From an optimization exercise on the open Yosys and OpenROAD flow, aimed at small area and a short achievable clock period; shortcuts taken in it are not production practice. Function was not checked in any run shown here: the RTL went through the layout flow alone. No activity file was given, so power comes from the tool's default toggle rates.

<file path="design/flow/design.v">
module mul_pipe(
	input [15:0] numA59,
	input [15:0] numB59,
	input clk_59,
	input reset_59,
	output reg [15:0] Acc_result_59
);
wire z1 = (numA59 == 16'h0000) | (numB59 == 16'h0000);
wire s1 = numA59[15] ^ numB59[15];
wire [4:0] e1 = numA59[14:10] + numB59[14:10] + 5'd17;
wire [10:0] bb = {1'b1, numB59[9:0]};
wire [4:0] one1, two1, neg1;
genvar gi;
generate for (gi = 0; gi < 5; gi = gi + 1) begin : benc
	wire b0 = (gi == 0) ? 1'b0 : bb[2*gi-1];
	wire b1 = bb[2*gi];
	wire b2 = bb[2*gi+1];
	assign one1[gi] = b1 ^ b0;
	assign two1[gi] = (b2 & ~b1 & ~b0) | (~b2 & b1 & b0);
	assign neg1[gi] = b2 & ~(b1 & b0);
end endgenerate
reg z2, s2; reg [4:0] e2; reg [9:0] ma2; reg [4:0] one2, two2, neg2; reg b9_2;
always @(posedge clk_59) begin
	z2 <= z1; s2 <= s1; e2 <= e1; ma2 <= numA59[9:0];
	one2 <= one1; two2 <= two1; neg2 <= neg1; b9_2 <= numB59[9];
end
wire pp1 = ((one2[0] & ma2[0])) ^ neg2[0];
wire pp2 = ((one2[0] & ma2[1]) | (two2[0] & ma2[0])) ^ neg2[0];
wire pp3 = ((one2[0] & ma2[2]) | (two2[0] & ma2[1])) ^ neg2[0];
wire pp4 = ((one2[0] & ma2[3]) | (two2[0] & ma2[2])) ^ neg2[0];
wire pp5 = ((one2[0] & ma2[4]) | (two2[0] & ma2[3])) ^ neg2[0];
wire pp6 = ((one2[0] & ma2[5]) | (two2[0] & ma2[4])) ^ neg2[0];
wire pp7 = ((one2[0] & ma2[6]) | (two2[0] & ma2[5])) ^ neg2[0];
wire pp8 = ((one2[0] & ma2[7]) | (two2[0] & ma2[6])) ^ neg2[0];
wire pp9 = ((one2[0] & ma2[8]) | (two2[0] & ma2[7])) ^ neg2[0];
wire pp10 = ((one2[0] & ma2[9]) | (two2[0] & ma2[8])) ^ neg2[0];
wire pp11 = (one2[0] | (two2[0] & ma2[9])) ^ neg2[0];
wire pp12 = (two2[0]) ^ neg2[0];
wire pp13 = ((one2[1] & ma2[0])) ^ neg2[1];
wire pp14 = ((one2[1] & ma2[1]) | (two2[1] & ma2[0])) ^ neg2[1];
wire pp15 = ((one2[1] & ma2[2]) | (two2[1] & ma2[1])) ^ neg2[1];
wire pp16 = ((one2[1] & ma2[3]) | (two2[1] & ma2[2])) ^ neg2[1];
wire pp17 = ((one2[1] & ma2[4]) | (two2[1] & ma2[3])) ^ neg2[1];
wire pp18 = ((one2[1] & ma2[5]) | (two2[1] & ma2[4])) ^ neg2[1];
wire pp19 = ((one2[1] & ma2[6]) | (two2[1] & ma2[5])) ^ neg2[1];
wire pp20 = ((one2[1] & ma2[7]) | (two2[1] & ma2[6])) ^ neg2[1];
wire pp21 = ((one2[1] & ma2[8]) | (two2[1] & ma2[7])) ^ neg2[1];
wire pp22 = ((one2[1] & ma2[9]) | (two2[1] & ma2[8])) ^ neg2[1];
wire pp23 = (one2[1] | (two2[1] & ma2[9])) ^ neg2[1];
wire pp24 = (two2[1]) ^ neg2[1];
wire pp25 = ((one2[2] & ma2[0])) ^ neg2[2];
wire pp26 = ((one2[2] & ma2[1]) | (two2[2] & ma2[0])) ^ neg2[2];
wire pp27 = ((one2[2] & ma2[2]) | (two2[2] & ma2[1])) ^ neg2[2];
wire pp28 = ((one2[2] & ma2[3]) | (two2[2] & ma2[2])) ^ neg2[2];
wire pp29 = ((one2[2] & ma2[4]) | (two2[2] & ma2[3])) ^ neg2[2];
wire pp30 = ((one2[2] & ma2[5]) | (two2[2] & ma2[4])) ^ neg2[2];
wire pp31 = ((one2[2] & ma2[6]) | (two2[2] & ma2[5])) ^ neg2[2];
wire pp32 = ((one2[2] & ma2[7]) | (two2[2] & ma2[6])) ^ neg2[2];
wire pp33 = ((one2[2] & ma2[8]) | (two2[2] & ma2[7])) ^ neg2[2];
wire pp34 = ((one2[2] & ma2[9]) | (two2[2] & ma2[8])) ^ neg2[2];
wire pp35 = (one2[2] | (two2[2] & ma2[9])) ^ neg2[2];
wire pp36 = (two2[2]) ^ neg2[2];
wire pp37 = ((one2[3] & ma2[0])) ^ neg2[3];
wire pp38 = ((one2[3] & ma2[1]) | (two2[3] & ma2[0])) ^ neg2[3];
wire pp39 = ((one2[3] & ma2[2]) | (two2[3] & ma2[1])) ^ neg2[3];
wire pp40 = ((one2[3] & ma2[3]) | (two2[3] & ma2[2])) ^ neg2[3];
wire pp41 = ((one2[3] & ma2[4]) | (two2[3] & ma2[3])) ^ neg2[3];
wire pp42 = ((one2[3] & ma2[5]) | (two2[3] & ma2[4])) ^ neg2[3];
wire pp43 = ((one2[3] & ma2[6]) | (two2[3] & ma2[5])) ^ neg2[3];
wire pp44 = ((one2[3] & ma2[7]) | (two2[3] & ma2[6])) ^ neg2[3];
wire pp45 = ((one2[3] & ma2[8]) | (two2[3] & ma2[7])) ^ neg2[3];
wire pp46 = ((one2[3] & ma2[9]) | (two2[3] & ma2[8])) ^ neg2[3];
wire pp47 = (one2[3] | (two2[3] & ma2[9])) ^ neg2[3];
wire pp48 = (two2[3]) ^ neg2[3];
wire pp49 = ((one2[4] & ma2[0])) ^ neg2[4];
wire pp50 = ((one2[4] & ma2[1]) | (two2[4] & ma2[0])) ^ neg2[4];
wire pp51 = ((one2[4] & ma2[2]) | (two2[4] & ma2[1])) ^ neg2[4];
wire pp52 = ((one2[4] & ma2[3]) | (two2[4] & ma2[2])) ^ neg2[4];
wire pp53 = ((one2[4] & ma2[4]) | (two2[4] & ma2[3])) ^ neg2[4];
wire pp54 = ((one2[4] & ma2[5]) | (two2[4] & ma2[4])) ^ neg2[4];
wire pp55 = ((one2[4] & ma2[6]) | (two2[4] & ma2[5])) ^ neg2[4];
wire pp56 = ((one2[4] & ma2[7]) | (two2[4] & ma2[6])) ^ neg2[4];
wire pp57 = ((one2[4] & ma2[8]) | (two2[4] & ma2[7])) ^ neg2[4];
wire pp58 = ((one2[4] & ma2[9]) | (two2[4] & ma2[8])) ^ neg2[4];
wire pp59 = (one2[4] | (two2[4] & ma2[9])) ^ neg2[4];
wire pp60 = (two2[4]) ^ neg2[4];
wire nn61 = ~neg2[0];
wire nn62 = ~neg2[1];
wire nn63 = ~neg2[2];
wire nn64 = ~neg2[3];
wire nn65 = ~neg2[4];
wire pr66 = ~b9_2 & ma2[0];
wire pr67 = b9_2 ? ma2[0] : ma2[1];
wire pr68 = b9_2 ? ma2[1] : ma2[2];
wire pr69 = b9_2 ? ma2[2] : ma2[3];
wire pr70 = b9_2 ? ma2[3] : ma2[4];
wire pr71 = b9_2 ? ma2[4] : ma2[5];
wire pr72 = b9_2 ? ma2[5] : ma2[6];
wire pr73 = b9_2 ? ma2[6] : ma2[7];
wire pr74 = b9_2 ? ma2[7] : ma2[8];
wire pr75 = b9_2 ? ma2[8] : ma2[9];
wire pr76 = b9_2 ? ma2[9] : 1'b1;
wire pr77 = b9_2;
wire s78 = neg2[1] ^ pp3;
wire c79 = neg2[1] & pp3;
wire s80 = pp4 ^ pp14;
wire c81 = pp4 & pp14;
wire s82 = neg2[2] ^ pp5 ^ pp15;
wire c83 = (neg2[2] & pp5) | (neg2[2] & pp15) | (pp5 & pp15);
wire s84 = pp25 ^ c81;
wire c85 = pp25 & c81;
wire s86 = pp6 ^ pp16 ^ pp26;
wire c87 = (pp6 & pp16) | (pp6 & pp26) | (pp16 & pp26);
wire s88 = c83 ^ c85;
wire c89 = c83 & c85;
wire s90 = neg2[3] ^ pp7 ^ pp17;
wire c91 = (neg2[3] & pp7) | (neg2[3] & pp17) | (pp7 & pp17);
wire s92 = pp27 ^ pp37 ^ c87;
wire c93 = (pp27 & pp37) | (pp27 & c87) | (pp37 & c87);
wire s94 = s90 ^ c89;
wire c95 = s90 & c89;
wire s96 = pp8 ^ pp18 ^ pp28;
wire c97 = (pp8 & pp18) | (pp8 & pp28) | (pp18 & pp28);
wire s98 = pp38 ^ c91 ^ s96;
wire c99 = (pp38 & c91) | (pp38 & s96) | (c91 & s96);
wire s100 = neg2[4] ^ pp9 ^ pp19;
wire c101 = (neg2[4] & pp9) | (neg2[4] & pp19) | (pp9 & pp19);
wire s102 = pp29 ^ pp39 ^ pp49;
wire c103 = (pp29 & pp39) | (pp29 & pp49) | (pp39 & pp49);
wire s104 = c97 ^ s100 ^ s102;
wire c105 = (c97 & s100) | (c97 & s102) | (s100 & s102);
wire s106 = pp10 ^ pp20 ^ pp30;
wire c107 = (pp10 & pp20) | (pp10 & pp30) | (pp20 & pp30);
wire s108 = pp40 ^ pp50 ^ c101;
wire c109 = (pp40 & pp50) | (pp40 & c101) | (pp50 & c101);
wire s110 = c103 ^ s106;
wire c111 = c103 & s106;
wire s112 = pr66 ^ pp11 ^ pp21;
wire c113 = (pr66 & pp11) | (pr66 & pp21) | (pp11 & pp21);
wire s114 = pp31 ^ pp41 ^ pp51;
wire c115 = (pp31 & pp41) | (pp31 & pp51) | (pp41 & pp51);
wire s116 = c107 ^ s112 ^ s114;
wire c117 = (c107 & s112) | (c107 & s114) | (s112 & s114);
wire s118 = pr67 ^ pp12 ^ pp22;
wire c119 = (pr67 & pp12) | (pr67 & pp22) | (pp12 & pp22);
wire s120 = pp32 ^ pp42 ^ pp52;
wire c121 = (pp32 & pp42) | (pp32 & pp52) | (pp42 & pp52);
wire s122 = c113 ^ c115 ^ s118;
wire c123 = (c113 & c115) | (c113 & s118) | (c115 & s118);
wire s124 = neg2[0] ^ pr68 ^ pp23;
wire c125 = (neg2[0] & pr68) | (neg2[0] & pp23) | (pr68 & pp23);
wire s126 = pp33 ^ pp43 ^ pp53;
wire c127 = (pp33 & pp43) | (pp33 & pp53) | (pp43 & pp53);
wire s128 = c119 ^ c121 ^ s124;
wire c129 = (c119 & c121) | (c119 & s124) | (c121 & s124);
wire s130 = neg2[0] ^ pr69 ^ pp24;
wire c131 = (neg2[0] & pr69) | (neg2[0] & pp24) | (pr69 & pp24);
wire s132 = pp34 ^ pp44 ^ pp54;
wire c133 = (pp34 & pp44) | (pp34 & pp54) | (pp44 & pp54);
wire s134 = c125 ^ c127 ^ s130;
wire c135 = (c125 & c127) | (c125 & s130) | (c127 & s130);
wire s136 = nn61 ^ nn62 ^ pr70;
wire c137 = (nn61 & nn62) | (nn61 & pr70) | (nn62 & pr70);
wire s138 = pp35 ^ pp45 ^ pp55;
wire c139 = (pp35 & pp45) | (pp35 & pp55) | (pp45 & pp55);
wire s140 = s136 ^ c131 ^ c133;
wire c141 = (s136 & c131) | (s136 & c133) | (c131 & c133);
wire s142 = ~(pr71 ^ pp36);
wire c143 = pr71 | pp36;
wire s144 = pp46 ^ pp56 ^ c137;
wire c145 = (pp46 & pp56) | (pp46 & c137) | (pp56 & c137);
wire s146 = s142 ^ c139;
wire c147 = s142 & c139;
wire s148 = s144 ^ s146;
wire c149 = s144 & s146;
wire s150 = nn63 ^ pr72 ^ pp47;
wire c151 = (nn63 & pr72) | (nn63 & pp47) | (pr72 & pp47);
wire s152 = pp57 ^ c143 ^ s150;
wire c153 = (pp57 & c143) | (pp57 & s150) | (c143 & s150);
wire s154 = c145 ^ c147;
wire c155 = c145 & c147;
wire s156 = ~(pr73 ^ pp48);
wire c157 = pr73 | pp48;
wire s158 = pp58 ^ s156 ^ c151;
wire c159 = (pp58 & s156) | (pp58 & c151) | (s156 & c151);
wire s160 = nn64 ^ pr74 ^ pp59;
wire c161 = (nn64 & pr74) | (nn64 & pp59) | (pr74 & pp59);
wire s162 = c157 ^ s160;
wire c163 = c157 & s160;
wire s164 = ~(pr75 ^ pp60);
wire c165 = pr75 | pp60;
wire s166 = s164 ^ c161;
wire c167 = s164 & c161;
wire s168 = nn65 ^ pr76 ^ c165;
wire c169 = (nn65 & pr76) | (nn65 & c165) | (pr76 & c165);
wire s170 = ~pr77;
wire [5:0] lowsum = {1'b0, s82, c79, pp13, pp2, pp1} + {1'b0, s84, s80, s78, 1'b0, neg2[0]};
reg [43:0] t3; reg z3, s3; reg [4:0] e3;
always @(posedge clk_59) begin
	z3 <= z2; s3 <= s2; e3 <= e2;
	t3 <= {s170, c169, s168, c167, s166, c163, s162, c159, c155, c153, s158, s154, c149, s152, s148, c141, s140, c135, s138, s134, c129, s132, s128, c123, s126, s122, c117, s120, s116, c109, c111, c105, s108, s110, s104, c99, s98, c95, c93, s94, s92, lowsum[5], s88, s86};
end
wire s171 = t3[0] ^ t3[1];
wire c172 = t3[0] & t3[1];
wire s173 = t3[3] ^ t3[4];
wire c174 = t3[3] & t3[4];
wire s175 = t3[5] ^ t3[6] ^ t3[7];
wire c176 = (t3[5] & t3[6]) | (t3[5] & t3[7]) | (t3[6] & t3[7]);
wire s177 = t3[8] ^ t3[9];
wire c178 = t3[8] & t3[9];
wire s179 = t3[10] ^ t3[11] ^ t3[12];
wire c180 = (t3[10] & t3[11]) | (t3[10] & t3[12]) | (t3[11] & t3[12]);
wire s181 = t3[13] ^ t3[14] ^ t3[15];
wire c182 = (t3[13] & t3[14]) | (t3[13] & t3[15]) | (t3[14] & t3[15]);
wire s183 = t3[16] ^ t3[17] ^ t3[18];
wire c184 = (t3[16] & t3[17]) | (t3[16] & t3[18]) | (t3[17] & t3[18]);
wire s185 = t3[19] ^ t3[20] ^ t3[21];
wire c186 = (t3[19] & t3[20]) | (t3[19] & t3[21]) | (t3[20] & t3[21]);
wire s187 = t3[22] ^ t3[23] ^ t3[24];
wire c188 = (t3[22] & t3[23]) | (t3[22] & t3[24]) | (t3[23] & t3[24]);
wire s189 = t3[25] ^ t3[26] ^ t3[27];
wire c190 = (t3[25] & t3[26]) | (t3[25] & t3[27]) | (t3[26] & t3[27]);
wire s191 = t3[28] ^ t3[29];
wire c192 = t3[28] & t3[29];
wire s193 = t3[30] ^ t3[31] ^ t3[32];
wire c194 = (t3[30] & t3[31]) | (t3[30] & t3[32]) | (t3[31] & t3[32]);
wire s195 = t3[33] ^ t3[34] ^ t3[35];
wire c196 = (t3[33] & t3[34]) | (t3[33] & t3[35]) | (t3[34] & t3[35]);
wire s197 = t3[36] ^ t3[37];
wire c198 = t3[36] & t3[37];
wire s199 = t3[38] ^ t3[39];
wire c200 = t3[38] & t3[39];
wire s201 = t3[40] ^ t3[41];
wire c202 = t3[40] & t3[41];
wire s203 = t3[42] ^ t3[43];
wire c204 = t3[42] & t3[43];
wire [12:5] sl3 = {1'b0, c182, c180, c178, c176, c174, c172, t3[2]} + {1'b0, s183, s181, s179, s177, s175, s173, s171};
wire [21:12] xh3 = {c202, c200, c198, c196, c194, c192, c190, c188, c186, c184};
wire [21:12] yh3 = {s203, s201, s199, s197, s195, s193, s191, s189, s187, s185};
reg [11:10] pl4; reg cs4; reg [21:12] g4, p4; reg z4, s4; reg [4:0] e4;
always @(posedge clk_59) begin
	z4 <= z3; s4 <= s3; e4 <= e3; pl4 <= sl3[11:10]; cs4 <= sl3[12];
	g4 <= xh3 & yh3; p4 <= xh3 ^ yh3;
end
wire kg0_1 = g4[13] | (p4[13] & g4[12]);
wire kp0_1 = p4[13] & p4[12];
wire kg0_2 = g4[14] | (p4[14] & g4[13]);
wire kp0_2 = p4[14] & p4[13];
wire kg0_3 = g4[15] | (p4[15] & g4[14]);
wire kp0_3 = p4[15] & p4[14];
wire kg0_4 = g4[16] | (p4[16] & g4[15]);
wire kp0_4 = p4[16] & p4[15];
wire kg0_5 = g4[17] | (p4[17] & g4[16]);
wire kp0_5 = p4[17] & p4[16];
wire kg0_6 = g4[18] | (p4[18] & g4[17]);
wire kp0_6 = p4[18] & p4[17];
wire kg0_7 = g4[19] | (p4[19] & g4[18]);
wire kp0_7 = p4[19] & p4[18];
wire kg0_8 = g4[20] | (p4[20] & g4[19]);
wire kp0_8 = p4[20] & p4[19];
wire kg0_9 = g4[21] | (p4[21] & g4[20]);
wire kp0_9 = p4[21] & p4[20];
wire kg1_2 = kg0_2 | (kp0_2 & g4[12]);
wire kp1_2 = kp0_2 & p4[12];
wire kg1_3 = kg0_3 | (kp0_3 & kg0_1);
wire kp1_3 = kp0_3 & kp0_1;
wire kg1_4 = kg0_4 | (kp0_4 & kg0_2);
wire kp1_4 = kp0_4 & kp0_2;
wire kg1_5 = kg0_5 | (kp0_5 & kg0_3);
wire kp1_5 = kp0_5 & kp0_3;
wire kg1_6 = kg0_6 | (kp0_6 & kg0_4);
wire kp1_6 = kp0_6 & kp0_4;
wire kg1_7 = kg0_7 | (kp0_7 & kg0_5);
wire kp1_7 = kp0_7 & kp0_5;
wire kg1_8 = kg0_8 | (kp0_8 & kg0_6);
wire kp1_8 = kp0_8 & kp0_6;
wire kg1_9 = kg0_9 | (kp0_9 & kg0_7);
wire kp1_9 = kp0_9 & kp0_7;
wire kg2_4 = kg1_4 | (kp1_4 & g4[12]);
wire kp2_4 = kp1_4 & p4[12];
wire kg2_5 = kg1_5 | (kp1_5 & kg0_1);
wire kp2_5 = kp1_5 & kp0_1;
wire kg2_6 = kg1_6 | (kp1_6 & kg1_2);
wire kp2_6 = kp1_6 & kp1_2;
wire kg2_7 = kg1_7 | (kp1_7 & kg1_3);
wire kp2_7 = kp1_7 & kp1_3;
wire kg2_8 = kg1_8 | (kp1_8 & kg1_4);
wire kp2_8 = kp1_8 & kp1_4;
wire kg2_9 = kg1_9 | (kp1_9 & kg1_5);
wire kp2_9 = kp1_9 & kp1_5;
wire kg3_8 = kg2_8 | (kp2_8 & g4[12]);
wire kp3_8 = kp2_8 & p4[12];
wire kg3_9 = kg2_9 | (kp2_9 & kg0_1);
wire kp3_9 = kp2_9 & kp0_1;
wire hc0 = g4[12] | (p4[12] & cs4);
wire hc1 = kg0_1 | (kp0_1 & cs4);
wire hc2 = kg1_2 | (kp1_2 & cs4);
wire hc3 = kg1_3 | (kp1_3 & cs4);
wire hc4 = kg2_4 | (kp2_4 & cs4);
wire hc5 = kg2_5 | (kp2_5 & cs4);
wire hc6 = kg2_6 | (kp2_6 & cs4);
wire hc7 = kg2_7 | (kp2_7 & cs4);
wire hc8 = kg3_8 | (kp3_8 & cs4);
wire hc9 = kg3_9 | (kp3_9 & cs4);
wire [21:12] ph4 = {p4[21] ^ hc8, p4[20] ^ hc7, p4[19] ^ hc6, p4[18] ^ hc5, p4[17] ^ hc4, p4[16] ^ hc3, p4[15] ^ hc2, p4[14] ^ hc1, p4[13] ^ hc0, p4[12] ^ cs4};
wire [21:10] q4 = {ph4, pl4};
wire [9:0] m4 = q4[21] ? q4[20:11] : q4[19:10];
wire [4:0] e4p = e4 + 5'd1;
wire [4:0] x4 = q4[21] ? e4p : e4;
always @(posedge clk_59) begin
	Acc_result_59 <= z4 ? 16'h0000 : {s4, x4, m4};
end
endmodule
</file>
<file path="design/flow/flow/run.sh">
#!/bin/bash
# Standard ORFS layout, with plain buffers (instead of the default delay-style
# buffer) on the input and output ports.
set -euo pipefail
export BUFFER_PORTS_ARGS="-buffer_cell sky130_fd_sc_hd__buf_1"
bash standard.sh synth > synth.log 2>&1
bash standard.sh > layout.log 2>&1
</file>
<file path="design/flow/standard.sh">
#!/bin/bash
# synth_recipe.tcl (not shown) runs the flow's synth.tcl, then flattens the netlist and writes it again
# the make line also repeats each setting of config.mk as NAME=value (left out here)
make -C /OpenROAD-flow-scripts/flow DESIGN_CONFIG=/design/flow/config.mk WORK_HOME=/design/flow/orfs CLKGATE_MAP_FILE= SYNTH_SCRIPT=/design/flow/synth_recipe.tcl "${@:-finish}"
</file>
<file path="design/flow/config.mk">
export PLATFORM = sky130hd
export DESIGN_NAME = mul_pipe
export DESIGN_NICKNAME = mul_pipe
export VERILOG_FILES = /design/flow/design.v
export SDC_FILE = /design/flow/constraint.sdc
export NUM_CORES = 4
export LEC_CHECK = 0
export CAP_MARGIN = 20
export CORE_MARGIN = 2
export CORE_UTILIZATION = 60
export CTS_BUF_LIST = sky130_fd_sc_hd__clkbuf_4 sky130_fd_sc_hd__clkbuf_8
export CTS_CLUSTER_DIAMETER = 60
export CTS_CLUSTER_SIZE = 30
export SETUP_SLACK_MARGIN = 3.0
export SLEW_MARGIN = 20
</file>
<file path="design/flow/constraint.sdc">
create_clock -name core_clock -period 5.0 [get_ports {clk_59}]
set_input_delay 1.0000 -clock core_clock [delete_from_list [all_inputs] [get_ports {clk_59}]]
set_output_delay 1.0000 -clock core_clock [all_outputs]
set_load 0.01 [all_outputs]
</file>
==> results.txt, run 1 <==
status no timing/DRC/antenna violations; worst vdd ir 326 uV; total core area 0.0103 sq mm; post-synthesis sequential area ratio 0.409; Post-synth top cells 129 x dfxtp_1, 64 x xnor2_1, 52 x ha_1; Mapped Avg Cell Area 11.1 sq um; simple-gate share of the synthesized area 0.0666; CTS tree yes; Yosys reg bits between 100 and 150; cells after synthesis roughly 570; initial antenna violation count 0; mapped cell area 0.00631 sq mm; Avg Vias per Cell 5.38; Critical Path End Type flip-flop; max cap viols 0; PortBufs 48; CP Launch Type flip-flop; Synth Area in Compound Gates 0.120; ratio of cells with drive above 1 in the final layout 0.215; EDFF count, synth 0; Antenna Nets Post-Route 0; worst-skew pair later-pin latency 0.43 ns; Die Ht 107 um; mux cell area share after synthesis 0.0200; final slew viol count 0; sequential group share of total power 0.375; DRT Wirelength 12500 um; total number of vias 4225; nets 765; Detailed Routing Iterations Pass 1 5; largest net degree at the start of global routing 17; Worst EP arrival 2.32 ns; H-tree depth 4; diode count 0; Num CTS Buffers 17; dpl hpwl 8740 um; CP Max Fanout 5; CTS Sinks 129; area added between synthesis and finish 19.0%; power share of the clock group 0.224; largest family of logic cells by synthesized area adder cells; RSZ-0062 raised after global routing yes; Avg WL per Cell approximately 16 um; setup TNS 0 ns; Setup Viol. Count Final 0; XOR/XNOR share of the synthesized area 0.104; standby leakage power 3.12 nW; Storage cell area 0.00269 sq mm; clk buf depth 2; first-pass GRT wire length between 20000 and 25000 um; Finished Cell Area ~0.0075 sq mm; final hold violation count 0; Non-Filler Instances 786; CTS root buffer clkbuf_8; filler instances 758; critical path required time about 5.3 ns; area of the multi-input gates 0.00360 sq mm; Slew Limit Headroom 0.513; vias in the first global route 4216; cell taking the most area after synthesis dfxtp_1; net count after synthesis 695; cells taking the most area after synthesis dfxtp_1 41%, fa_1 13%, ha_1 10%; clock edge transition at the registers on the reported setup and hold paths roughly 0.080 ns; Die Wd around 110 um; Hold Buf Count CTS 0; sw frac 0.347; HP Class reg -> reg; DRC 0; combinational share of power 0.400; Initial Util 0.614; placed cells 721; Int Pwr 2.87 mW; RePlAce Congestion 0.860; post-route clock period utilization 0.401; area share of fa/ha/maj cells after synthesis 0.236; total gr overflow 0; ys async rst share 0; Cell variety after synth 49; DRC marker count from the first detailed-route iteration between 200 and 250; Die Footprint 0.0114 sq mm; Max Freq approximately 500 MHz; Main synth FF type dfxtp_1; PwrDens 586 mW/mm^2; GRT Overall Usage 0.234; Final min period 2.00 ns; Least-Margin Pin Slew 0.730 ns; clock skew between 0.015 and 0.02 ns; most common cell in the netlist dfxtp_1; FP Rows 37; Yosys Warn Count 1; top cell type's share of synthesized area 0.409; Top-Level Pins 50; sw power 1.53 mW; Placed Area roughly 0.0066 sq mm; WS Path Type reg -> reg
per-layer routing:
metal,global-route usage,vias up,part of all wire
met1,0.322,2008,0.46
met2,0.366,124,0.47
li1,-,2075,-
met4,0.0835,0,0.014
met5,0,-,0
met3,0.0490,18,0.048
cell type report:
cell class                 instances  area share
multi-input combinational        367       0.480
sequential                       129       0.357
timing repair buffer              81      0.0588
clock buffer                      18      0.0330
clock inverter                    14      0.0271
tap                              136      0.0227
inverter                          41      0.0215
per-stage QoR:
stage	setup WS [ns]	utilization	hold slack, ns	total power, mW
global placement	2.47	0.640	0.311	3.07
CTS	2.98	0.704	0.330	4.29
floorplan	2.94	-	0.310	2.75
detailed placement	2.43	0.640	0.312	3.13
global route	2.90	0.731	0.335	4.77
finish	3.00	0.731	0.329	4.40
cells in the final DEF, fill, tap and decap left out, types with 3 or more instances in the layout:
cell type   Yosys  routed
dfxtp_1       129      95
xnor2_1        64      62
ha_1           52      48
buf_1           2      48
fa_1           42      41
a22oi_1        44      39
inv_1          41      36
buf_4           1      30
dfxtp_4         0      24
nand2_1        22      22
clkbuf_8        0      18
a21oi_1        20      17
nor2_1         14      13
dfxtp_2         0      10
o21ai_0        13       9
nor4_1          9       9
nor2b_1         9       8
xor2_1          9       8
mux2i_1         7       7
a21o_1          7       7
nand2b_1        6       6
a22oi_2         0       5
mux2_2          5       5
nand3b_1        4       4
o21ai_1         1       4
o21a_1          4       4
clkinvlp_4      0       4
clkinv_4        0       4
bufinv_16       0       4
inv_2           0       3
nand4_1         3       3
nand3_1         3       3
or3_1           3       3
a21oi_2         0       3
ha_4            0       3
critical path: stages (launching register included):
cell and delay [ns]:
dfxtp_4 0.36, a211oi_4 0.30, o21ai_2 0.12, a21oi_4 0.21
buf_12 0.13, xnor2_4 0.07, or4_1 0.52, and4_1 0.17
power groups by stage:
stage / Combinational, mW / Sequential, mW / Clock, mW
2_1_floorplan: 1.16 / 1.60 / 0
3_3_place_gp: 1.43 / 1.65 / 0
3_5_place_dp: 1.47 / 1.66 / 0
4_1_cts: 1.63 / 1.65 / 1.02
5_1_grt: 2.01 / 1.70 / 1.06
6_report: 1.76 / 1.65 / 0.988
worst paths after layout:
| check | slack (ns) | cells past startpoint | end | start |
|---|---|---|---|---|
| min reg2reg | 0.33 | 0 | s4 | s3 |
| max | 3.00 | 7 | Acc_result_59[9] | cs4 |
| max reg2reg | 3.00 | 7 | Acc_result_59[9] | cs4 |
| min | 0.33 | 0 | s4 | s3 |
cells by family after synthesis:
group | after synthesis
AND/OR/NAND/NOR | 80
XOR/XNOR | 74
AO/OA/AOI/OAI | 107
multiplexers | 12
flip-flops | 129
adder cells (fa/ha/maj) | 94
buffers and inverters | 71
sequential cells by signal, indices dropped and copies added, names as in the netlist, 2 cells and up:
signal and flops:
one2 5, pl4 2, t3 44, ma2 10
neg2 5, e2 5, e4 5, g4 9
p4 10, e3 5, Acc_result_59 16, two2 5
what timing repair did:
item	CTS	global route
pin swaps	3	16
gates cloned	0	0
setup endpoints to repair	47	22
resized for setup	41	42
setup buffers	15	18
==> run 2, diff against run 1 <==
--- a/design/flow/design.v
+++ b/design/flow/design.v
@@ -123,118 +123,158 @@
 wire c97 = (pp8 & pp18) | (pp8 & pp28) | (pp18 & pp28);
-wire s98 = pp38 ^ c91 ^ s96;
-wire c99 = (pp38 & c91) | (pp38 & s96) | (c91 & s96);
-wire s100 = neg2[4] ^ pp9 ^ pp19;
-wire c101 = (neg2[4] & pp9) | (neg2[4] & pp19) | (pp9 & pp19);
-wire s102 = pp29 ^ pp39 ^ pp49;
-wire c103 = (pp29 & pp39) | (pp29 & pp49) | (pp39 & pp49);
-wire s104 = c97 ^ s100 ^ s102;
-wire c105 = (c97 & s100) | (c97 & s102) | (s100 & s102);
-wire s106 = pp10 ^ pp20 ^ pp30;
-wire c107 = (pp10 & pp20) | (pp10 & pp30) | (pp20 & pp30);
-wire s108 = pp40 ^ pp50 ^ c101;
-wire c109 = (pp40 & pp50) | (pp40 & c101) | (pp50 & c101);
-wire s110 = c103 ^ s106;
-wire c111 = c103 & s106;
-wire s112 = pr66 ^ pp11 ^ pp21;
-wire c113 = (pr66 & pp11) | (pr66 & pp21) | (pp11 & pp21);
-wire s114 = pp31 ^ pp41 ^ pp51;
-wire c115 = (pp31 & pp41) | (pp31 & pp51) | (pp41 & pp51);
-wire s116 = c107 ^ s112 ^ s114;
-wire c117 = (c107 & s112) | (c107 & s114) | (s112 & s114);
-wire s118 = pr67 ^ pp12 ^ pp22;
-wire c119 = (pr67 & pp12) | (pr67 & pp22) | (pp12 & pp22);
-wire s120 = pp32 ^ pp42 ^ pp52;
-wire c121 = (pp32 & pp42) | (pp32 & pp52) | (pp42 & pp52);
-wire s122 = c113 ^ c115 ^ s118;
-wire c123 = (c113 & c115) | (c113 & s118) | (c115 & s118);
-wire s124 = neg2[0] ^ pr68 ^ pp23;
-wire c125 = (neg2[0] & pr68) | (neg2[0] & pp23) | (pr68 & pp23);
-wire s126 = pp33 ^ pp43 ^ pp53;
-wire c127 = (pp33 & pp43) | (pp33 & pp53) | (pp43 & pp53);
-wire s128 = c119 ^ c121 ^ s124;
-wire c129 = (c119 & c121) | (c119 & s124) | (c121 & s124);
-wire s130 = neg2[0] ^ pr69 ^ pp24;
-wire c131 = (neg2[0] & pr69) | (neg2[0] & pp24) | (pr69 & pp24);
-wire s132 = pp34 ^ pp44 ^ pp54;
-wire c133 = (pp34 & pp44) | (pp34 & pp54) | (pp44 & pp54);
-wire s134 = c125 ^ c127 ^ s130;
-wire c135 = (c125 & c127) | (c125 & s130) | (c127 & s130);
-wire s136 = nn61 ^ nn62 ^ pr70;
-wire c137 = (nn61 & nn62) | (nn61 & pr70) | (nn62 & pr70);
-wire s138 = pp35 ^ pp45 ^ pp55;
-wire c139 = (pp35 & pp45) | (pp35 & pp55) | (pp45 & pp55);
-wire s140 = s136 ^ c131 ^ c133;
-wire c141 = (s136 & c131) | (s136 & c133) | (c131 & c133);
-wire s142 = ~(pr71 ^ pp36);
-wire c143 = pr71 | pp36;
-wire s144 = pp46 ^ pp56 ^ c137;
-wire c145 = (pp46 & pp56) | (pp46 & c137) | (pp56 & c137);
-wire s146 = s142 ^ c139;
-wire c147 = s142 & c139;
-wire s148 = s144 ^ s146;
-wire c149 = s144 & s146;
-wire s150 = nn63 ^ pr72 ^ pp47;
-wire c151 = (nn63 & pr72) | (nn63 & pp47) | (pr72 & pp47);
-wire s152 = pp57 ^ c143 ^ s150;
-wire c153 = (pp57 & c143) | (pp57 & s150) | (c143 & s150);
-wire s154 = c145 ^ c147;
-wire c155 = c145 & c147;
-wire s156 = ~(pr73 ^ pp48);
-wire c157 = pr73 | pp48;
-wire s158 = pp58 ^ s156 ^ c151;
-wire c159 = (pp58 & s156) | (pp58 & c151) | (s156 & c151);
-wire s160 = nn64 ^ pr74 ^ pp59;
-wire c161 = (nn64 & pr74) | (nn64 & pp59) | (pr74 & pp59);
-wire s162 = c157 ^ s160;
-wire c163 = c157 & s160;
-wire s164 = ~(pr75 ^ pp60);
-wire c165 = pr75 | pp60;
-wire s166 = s164 ^ c161;
-wire c167 = s164 & c161;
-wire s168 = nn65 ^ pr76 ^ c165;
-wire c169 = (nn65 & pr76) | (nn65 & c165) | (pr76 & c165);
-wire s170 = ~pr77;
+wire s98 = pp38 ^ c91;
+wire c99 = pp38 & c91;
+wire s100 = s96 ^ s98;
+wire c101 = s96 & s98;
+wire s102 = neg2[4] ^ pp9 ^ pp19;
+wire c103 = (neg2[4] & pp9) | (neg2[4] & pp19) | (pp9 & pp19);
+wire s104 = pp29 ^ pp39 ^ pp49;
+wire c105 = (pp29 & pp39) | (pp29 & pp49) | (pp39 & pp49);
+wire s106 = c97 ^ s102;
+wire c107 = c97 & s102;
+wire s108 = s104 ^ c99;
+wire c109 = s104 & c99;
+wire s110 = pp10 ^ pp20 ^ pp30;
+wire c111 = (pp10 & pp20) | (pp10 & pp30) | (pp20 & pp30);
+wire s112 = pp40 ^ pp50 ^ c103;
+wire c113 = (pp40 & pp50) | (pp40 & c103) | (pp50 & c103);
+wire s114 = c105 ^ s110;
+wire c115 = c105 & s110;
+wire s116 = pr66 ^ pp11 ^ pp21;
+wire c117 = (pr66 & pp11) | (pr66 & pp21) | (pp11 & pp21);
+wire s118 = pp31 ^ pp41 ^ pp51;
+wire c119 = (pp31 & pp41) | (pp31 & pp51) | (pp41 & pp51);
+wire s120 = c111 ^ s116;
+wire c121 = c111 & s116;
+wire s122 = pr67 ^ pp12 ^ pp22;
+wire c123 = (pr67 & pp12) | (pr67 & pp22) | (pp12 & pp22);
+wire s124 = pp32 ^ pp42 ^ pp52;
+wire c125 = (pp32 & pp42) | (pp32 & pp52) | (pp42 & pp52);
+wire s126 = c117 ^ c119;
+wire c127 = c117 & c119;
+wire s128 = s122 ^ s124;
+wire c129 = s122 & s124;
+wire s130 = neg2[0] ^ pr68 ^ pp23;
+wire c131 = (neg2[0] & pr68) | (neg2[0] & pp23) | (pr68 & pp23);
+wire s132 = pp33 ^ pp43 ^ pp53;
+wire c133 = (pp33 & pp43) | (pp33 & pp53) | (pp43 & pp53);
+wire s134 = c123 ^ c125;
+wire c135 = c123 & c125;
+wire s136 = s130 ^ s132;
+wire c137 = s130 & s132;
+wire s138 = c127 ^ s134;
+wire c139 = c127 & s134;
+wire s140 = neg2[0] ^ pr69 ^ pp24;
+wire c141 = (neg2[0] & pr69) | (neg2[0] & pp24) | (pr69 & pp24);
+wire s142 = pp34 ^ pp44 ^ pp54;
+wire c143 = (pp34 & pp44) | (pp34 & pp54) | (pp44 & pp54);
+wire s144 = c131 ^ c133;
+wire c145 = c131 & c133;
+wire s146 = s140 ^ s142;
+wire c147 = s140 & s142;
+wire s148 = c135 ^ s144;
+wire c149 = c135 & s144;
+wire s150 = nn61 ^ nn62 ^ pr70;
+wire c151 = (nn61 & nn62) | (nn61 & pr70) | (nn62 & pr70);
+wire s152 = pp35 ^ pp45 ^ pp55;
+wire c153 = (pp35 & pp45) | (pp35 & pp55) | (pp45 & pp55);
+wire s154 = s150 ^ c141 ^ c143;
+wire c155 = (s150 & c141) | (s150 & c143) | (c141 & c143);
+wire s156 = s152 ^ c145;
+wire c157 = s152 & c145;
+wire s158 = ~(pr71 ^ pp36);
+wire c159 = pr71 | pp36;
+wire s160 = pp46 ^ pp56 ^ c151;
+wire c161 = (pp46 & pp56) | (pp46 & c151) | (pp56 & c151);
+wire s162 = s158 ^ c153;
+wire c163 = s158 & c153;
+wire s164 = s160 ^ s162;
+wire c165 = s160 & s162;
+wire s166 = nn63 ^ pr72 ^ pp47;
+wire c167 = (nn63 & pr72) | (nn63 & pp47) | (pr72 & pp47);
+wire s168 = pp57 ^ c159;
+wire c169 = pp57 & c159;
+wire s170 = s166 ^ s168;
+wire c171 = s166 & s168;
+wire s172 = c161 ^ c163;
+wire c173 = c161 & c163;
+wire s174 = ~(pr73 ^ pp48);
+wire c175 = pr73 | pp48;
+wire s176 = pp58 ^ s174 ^ c167;
+wire c177 = (pp58 & s174) | (pp58 & c167) | (s174 & c167);
+wire s178 = c169 ^ c171;
+wire c179 = c169 & c171;
+wire s180 = nn64 ^ pr74 ^ pp59;
+wire c181 = (nn64 & pr74) | (nn64 & pp59) | (pr74 & pp59);
+wire s182 = c175 ^ s180;
+wire c183 = c175 & s180;
+wire s184 = ~(pr75 ^ pp60);
+wire c185 = pr75 | pp60;
+wire s186 = s184 ^ c181;
+wire c187 = s184 & c181;
+wire s188 = nn65 ^ pr76 ^ c185;
+wire c189 = (nn65 & pr76) | (nn65 & c185) | (pr76 & c185);
+wire s190 = ~pr77;
 wire [5:0] lowsum = {1'b0, s82, c79, pp13, pp2, pp1} + {1'b0, s84, s80, s78, 1'b0, neg2[0]};
-reg [43:0] t3; reg z3, s3; reg [4:0] e3;
+reg [50:0] t3; reg z3, s3; reg [4:0] e3;
 always @(posedge clk_59) begin
 	z3 <= z2; s3 <= s2; e3 <= e2;
-	t3 <= {s170, c169, s168, c167, s166, c163, s162, c159, c155, c153, s158, s154, c149, s152, s148, c141, s140, c135, s138, s134, c129, s132, s128, c123, s126, s122, c117, s120, s116, c109, c111, c105, s108, s110, s104, c99, s98, c95, c93, s94, s92, lowsum[5], s88, s86};
+	t3 <= {s190, c189, s188, c187, s186, c183, c179, c177, s182, s178, c173, s176, s172, c165, s170, s164, c157, c155, s156, s154, c149, c147, s148, c139, s146, c137, s138, s136, c129, s128, c121, s126, c113, s120, c115, s118, s112, c109, s114, c107, s108, c101, s106, s100, c95, c93, s94, s92, lowsum[5], s88, s86};
 end
-wire s171 = t3[0] ^ t3[1];
-wire c172 = t3[0] & t3[1];
-wire s173 = t3[3] ^ t3[4];
-wire c174 = t3[3] & t3[4];
-wire s175 = t3[5] ^ t3[6] ^ t3[7];
-wire c176 = (t3[5] & t3[6]) | (t3[5] & t3[7]) | (t3[6] & t3[7]);
-wire s177 = t3[8] ^ t3[9];
-wire c178 = t3[8] & t3[9];
-wire s179 = t3[10] ^ t3[11] ^ t3[12];
-wire c180 = (t3[10] & t3[11]) | (t3[10] & t3[12]) | (t3[11] & t3[12]);
-wire s181 = t3[13] ^ t3[14] ^ t3[15];
-wire c182 = (t3[13] & t3[14]) | (t3[13] & t3[15]) | (t3[14] & t3[15]);
-wire s183 = t3[16] ^ t3[17] ^ t3[18];
-wire c184 = (t3[16] & t3[17]) | (t3[16] & t3[18]) | (t3[17] & t3[18]);
-wire s185 = t3[19] ^ t3[20] ^ t3[21];
-wire c186 = (t3[19] & t3[20]) | (t3[19] & t3[21]) | (t3[20] & t3[21]);
-wire s187 = t3[22] ^ t3[23] ^ t3[24];
-wire c188 = (t3[22] & t3[23]) | (t3[22] & t3[24]) | (t3[23] & t3[24]);
-wire s189 = t3[25] ^ t3[26] ^ t3[27];
-wire c190 = (t3[25] & t3[26]) | (t3[25] & t3[27]) | (t3[26] & t3[27]);
-wire s191 = t3[28] ^ t3[29];
-wire c192 = t3[28] & t3[29];
-wire s193 = t3[30] ^ t3[31] ^ t3[32];
-wire c194 = (t3[30] & t3[31]) | (t3[30] & t3[32]) | (t3[31] & t3[32]);
-wire s195 = t3[33] ^ t3[34] ^ t3[35];
-wire c196 = (t3[33] & t3[34]) | (t3[33] & t3[35]) | (t3[34] & t3[35]);
-wire s197 = t3[36] ^ t3[37];
-wire c198 = t3[36] & t3[37];
-wire s199 = t3[38] ^ t3[39];
-wire c200 = t3[38] & t3[39];
-wire s201 = t3[40] ^ t3[41];
-wire c202 = t3[40] & t3[41];
-wire s203 = t3[42] ^ t3[43];
-wire c204 = t3[42] & t3[43];
-wire [12:5] sl3 = {1'b0, c182, c180, c178, c176, c174, c172, t3[2]} + {1'b0, s183, s181, s179, s177, s175, s173, s171};
-wire [21:12] xh3 = {c202, c200, c198, c196, c194, c192, c190, c188, c186, c184};
-wire [21:12] yh3 = {s203, s201, s199, s197, s195, s193, s191, s189, s187, s185};
+wire s191 = t3[0] ^ t3[1];
+wire c192 = t3[0] & t3[1];
+wire s193 = t3[3] ^ t3[4];
+wire c194 = t3[3] & t3[4];
+wire s195 = t3[5] ^ t3[6] ^ t3[7];
+wire c196 = (t3[5] & t3[6]) | (t3[5] & t3[7]) | (t3[6] & t3[7]);
+wire s197 = t3[8] ^ t3[9] ^ t3[10];
+wire c198 = (t3[8] & t3[9]) | (t3[8] & t3[10]) | (t3[9] & t3[10]);
+wire s199 = t3[11] ^ t3[12] ^ t3[13];
+wire c200 = (t3[11] & t3[12]) | (t3[11] & t3[13]) | (t3[12] & t3[13]);
+wire s201 = t3[14] ^ c198;
+wire c202 = t3[14] & c198;
+wire s203 = t3[15] ^ t3[16] ^ t3[17];
+wire c204 = (t3[15] & t3[16]) | (t3[15] & t3[17]) | (t3[16] & t3[17]);
+wire s205 = t3[18] ^ c200 ^ s203;
+wire c206 = (t3[18] & c200) | (t3[18] & s203) | (c200 & s203);
+wire s207 = t3[19] ^ t3[20] ^ t3[21];
+wire c208 = (t3[19] & t3[20]) | (t3[19] & t3[21]) | (t3[20] & t3[21]);
+wire s209 = c204 ^ s207;
+wire c210 = c204 & s207;
+wire s211 = t3[22] ^ t3[23] ^ t3[24];
+wire c212 = (t3[22] & t3[23]) | (t3[22] & t3[24]) | (t3[23] & t3[24]);
+wire s213 = c208 ^ s211;
+wire c214 = c208 & s211;
+wire s215 = t3[25] ^ t3[26] ^ t3[27];
+wire c216 = (t3[25] & t3[26]) | (t3[25] & t3[27]) | (t3[26] & t3[27]);
+wire s217 = t3[28] ^ c212 ^ s215;
+wire c218 = (t3[28] & c212) | (t3[28] & s215) | (c212 & s215);
+wire s219 = t3[29] ^ t3[30] ^ t3[31];
+wire c220 = (t3[29] & t3[30]) | (t3[29] & t3[31]) | (t3[30] & t3[31]);
+wire s221 = t3[32] ^ c216 ^ s219;
+wire c222 = (t3[32] & c216) | (t3[32] & s219) | (c216 & s219);
+wire s223 = t3[33] ^ t3[34] ^ t3[35];
+wire c224 = (t3[33] & t3[34]) | (t3[33] & t3[35]) | (t3[34] & t3[35]);
+wire s225 = c220 ^ s223;
+wire c226 = c220 & s223;
+wire s227 = t3[36] ^ t3[37] ^ t3[38];
+wire c228 = (t3[36] & t3[37]) | (t3[36] & t3[38]) | (t3[37] & t3[38]);
+wire s229 = c224 ^ s227;
+wire c230 = c224 & s227;
+wire s231 = t3[39] ^ t3[40] ^ t3[41];
+wire c232 = (t3[39] & t3[40]) | (t3[39] & t3[41]) | (t3[40] & t3[41]);
+wire s233 = c228 ^ s231;
+wire c234 = c228 & s231;
+wire s235 = t3[42] ^ t3[43] ^ t3[44];
+wire c236 = (t3[42] & t3[43]) | (t3[42] & t3[44]) | (t3[43] & t3[44]);
+wire s237 = c232 ^ s235;
+wire c238 = c232 & s235;
+wire s239 = t3[45] ^ t3[46] ^ c236;
+wire c240 = (t3[45] & t3[46]) | (t3[45] & c236) | (t3[46] & c236);
+wire s241 = t3[47] ^ t3[48];
+wire c242 = t3[47] & t3[48];
+wire s243 = t3[49] ^ t3[50];
+wire c244 = t3[49] & t3[50];
+wire [12:5] sl3 = {1'b0, c206, c202, s199, c196, c194, c192, t3[2]} + {1'b0, s209, s205, s201, s197, s195, s193, s191};
+wire [21:12] xh3 = {c242, c240, c238, c234, c230, c226, c222, c218, c214, c210};
+wire [21:12] yh3 = {s243, s241, s239, s237, s233, s229, s225, s221, s217, s213};
 reg [11:10] pl4; reg cs4; reg [21:12] g4, p4; reg z4, s4; reg [4:0] e4;
==> run 2 against run 1 <==
  * Clock skew decreased by 0.0035 ns
  * Die area grew 6.8%
  * Worst hold slack barely moved
  * Total power decreased by 0.94%
  * Routed wire length up 0.33%
  * Clock-buffer cell count up 4
  * Critical endpoint is now pl4[11]
  * Largest cell class unchanged
  * Largest power group unchanged
==> results.txt, run 2 <==
total core area 0.0109 sq mm; cells taking the most area after synthesis dfxtp_1 40%, ha_1 13%, fa_1 13%; EDFF count, synth 0; Mapped Avg Cell Area 11.1 sq um; XOR/XNOR share of the synthesized area 0.0959; CTS Sinks 136; setup slack at placement 2.69 ns; DRC 0; DRC marker count from the first detailed-route iteration 283; Antenna Nets Post-Route 0; mux cell area share after synthesis 0.0156; net count after synthesis 757; initial antenna violation count 0; post-synthesis sequential area ratio 0.403; largest registers t3 x51, Acc_result_59 x16; cell taking the most area after synthesis dfxtp_1; Worst Hold End s4; simple-gate share of the synthesized area 0.0504; clk buf depth 2; most common cell in the netlist dfxtp_1; cells after synthesis 608; final hold violation count 0; hold path cells 0; first-pass GRT wire length 21000 um; R2R setup slack ~3.0 ns; PwrDens 570 mW/mm^2; ys async rst share 0; Cell variety after synth 42; Largest Register t3; Setup Viol. Count Final 0; Max Freq 492 MHz; nets approximately 800; total number of vias 4381; most frequent cells in the layout 104 x dfxtp_1, 68 x ha_1, 56 x xnor2_1, 56 x inv_1, 48 x buf_1; largest net degree at the start of global routing 19; critical path required time 5.36 ns; top cell type's share of synthesized area 0.403; Hold Crit Start s3; Num CTS Buffers 17; Least-Margin Pin Slew 0.724 ns; status no timing/DRC/antenna violations; Initial Util 0.618; standby leakage power 3.34 nW; Avg Vias per Cell about 5.4; WS Path Type reg -> reg; flip-flop count of the largest register after layout 51; ratio of cells with drive above 1 in the final layout 0.166; post-route clock period utilization 0.407; Die Ht 110 um; Die Footprint 0.0121 sq mm; Synth Area in Compound Gates 0.120; FP Rows 38; area share of fa/ha/maj cells after synthesis 0.261; FF-to-FF End pl4[11]; CTS root buffer clkbuf_8; clock edge transition at the registers on the reported setup and hold paths 0.07 ns; worst-skew pair later-pin latency 0.44 ns; Top-Level Pins 50; diode count 0; total gr overflow 0; dpl hpwl 9090 um; HP Class reg -> reg; final slew viol count 0; CP Max Fanout 2; Detailed Routing Iterations Pass 1 5; Die Wd 110 um; Critical Path End Type flip-flop; setup TNS 0 ns; Slew Limit Headroom 0.516; RR Startpoint t3[17]; CP Launch Type flip-flop; Final min period 2.03 ns; RePlAce Congestion a little under 0.9; vias in the first global route between 4000 and 5000; CTS tree yes; RSZ-0062 raised after global routing yes; worst vdd ir between 500 and 600 uV; max cap viols 0; Worst EP arrival 2.39 ns; H-tree depth 4; mapped cell area 0.00676 sq mm; Yosys reg bits about 140; cells on worst reg2reg path 8; final worst slack ~3.0 ns; PortBufs 48; GRT Overall Usage 0.228; Post-synth top cells 136 x dfxtp_1, 72 x ha_1, 60 x inv_1; area added between synthesis and finish 13.3%; Avg WL per Cell between 15 and 20 um; Main synth FF type dfxtp_1; DRT Wirelength 12500 um; Yosys Warn Count 1; clock skew 0.0121 ns; commonest non-fill, non-tap cell in the layout dfxtp_1; largest family of logic cells by synthesized area adder cells
run 2: worst max path at each step:
stage / startpoint / to / slack (ns) / depth (start not counted)
finish: t3[17] / pl4[11] / 2.97 / 8
global route: t3[17] / pl4[11] / 2.90 / 8
CTS: t3[17] / pl4[11] / 2.97 / 8
detailed placement: neg2[0] / t3[2] / 2.69 / 6
global placement: neg2[0] / t3[2] / 2.65 / 6
floorplan: one2[0] / t3[2] / 2.94 / 8
run 2: where the power goes:
| group | internal (mW) | switching [mW] | total (mW) |
|---|---|---|---|
| combinational | 0.901 | 0.962 | 1.86 |
| sequential | 1.47 | 0.232 | 1.70 |
| clock | 0.413 | 0.386 | 0.799 |
run 2: area by class of cell:
class	instances	area [sq um]
inverter	62	239
clock inverter	9	78.8
tap	140	175
multi-input combinational	377	3800
sequential	136	2790
clock buffer	22	272
timing repair buffer	61	294
fill	859	3280
run 2: worst max-delay path: stages, from the launching register on:
cell and delay, ns:
dfxtp_2 0.32, inv_2 0.03, fa_1 0.48, fa_1 0.51, inv_2 0.05, ha_4 0.26
inv_2 0.04, o21bai_4 0.14, xor2_1 0.13
run 2: stage by stage:
step / power [mW] / instance area, sq um / hold WS, ns / cells / utilization
floorplan: 2.92 / 6820 / 0.310 / 608 / -
global placement: 3.29 / 7040 / 0.315 / 764 / 0.644
detailed placement: 3.36 / 7040 / 0.312 / 764 / 0.644
CTS: 4.33 / 7510 / 0.329 / 800 / 0.687
global route: 4.77 / 7650 / 0.329 / 807 / 0.700
finish: 4.36 / 7650 / 0.329 / 807 / 0.700
run 2: layer usage:
metal	track usage	vias up	routed length, um
met5	0	-	0
met2	0.361	119	5960
met3	0.0553	16	572
met1	0.304	2099	5820
met4	0.0866	0	161
li1	-	2147	-
run 2: cell families (layout without fill, tap and decap cells):
group,Yosys count,count (layout)
flops,136,136
simple gates,59,59
fa+ha+maj,115,115
xor+xnor,74,74
compound gates,119,119
buf+inv,95,154
mux,10,10
run 2: what timing repair did:
action / in CTS / in global routing
pin swaps: 8 / 7
hold endpoints to repair: 0 / 0
resized for setup: 37 / 27
endpoints found under the setup margin: 47 / 16
setup buffers: 5 / 7
hold buffers: 0 / 0

static timing again, ports no longer ideal:
No port has a modelled driver above. Below, the same layouts with a new extraction and two added sets of constraints.
Step 1 assumes that a clkbuf_16 drives the clock port and a buf_2 every other input.
Step 2 also shifts input and output timing later by t, the mid clock arrival at the registers, as if the neighbouring blocks saw the same clock.
Slacks: no drivers / after step 1 / after step 2; pairs: no drivers / after step 1.
run	shift t [ns]	setup WS [ns]	clock arrival spread, ns
run 1	0.457	2.997 / 2.997 / 2.712	0.015 / 0.016
run 2	0.465	2.966 / 2.966 / 2.771	0.012 / 0.012
After both steps every run listed still meets setup and hold. For run 1, which loses most, drivers alone change the setup slack by 0.000 ns; drivers and shift together by -0.285 ns.
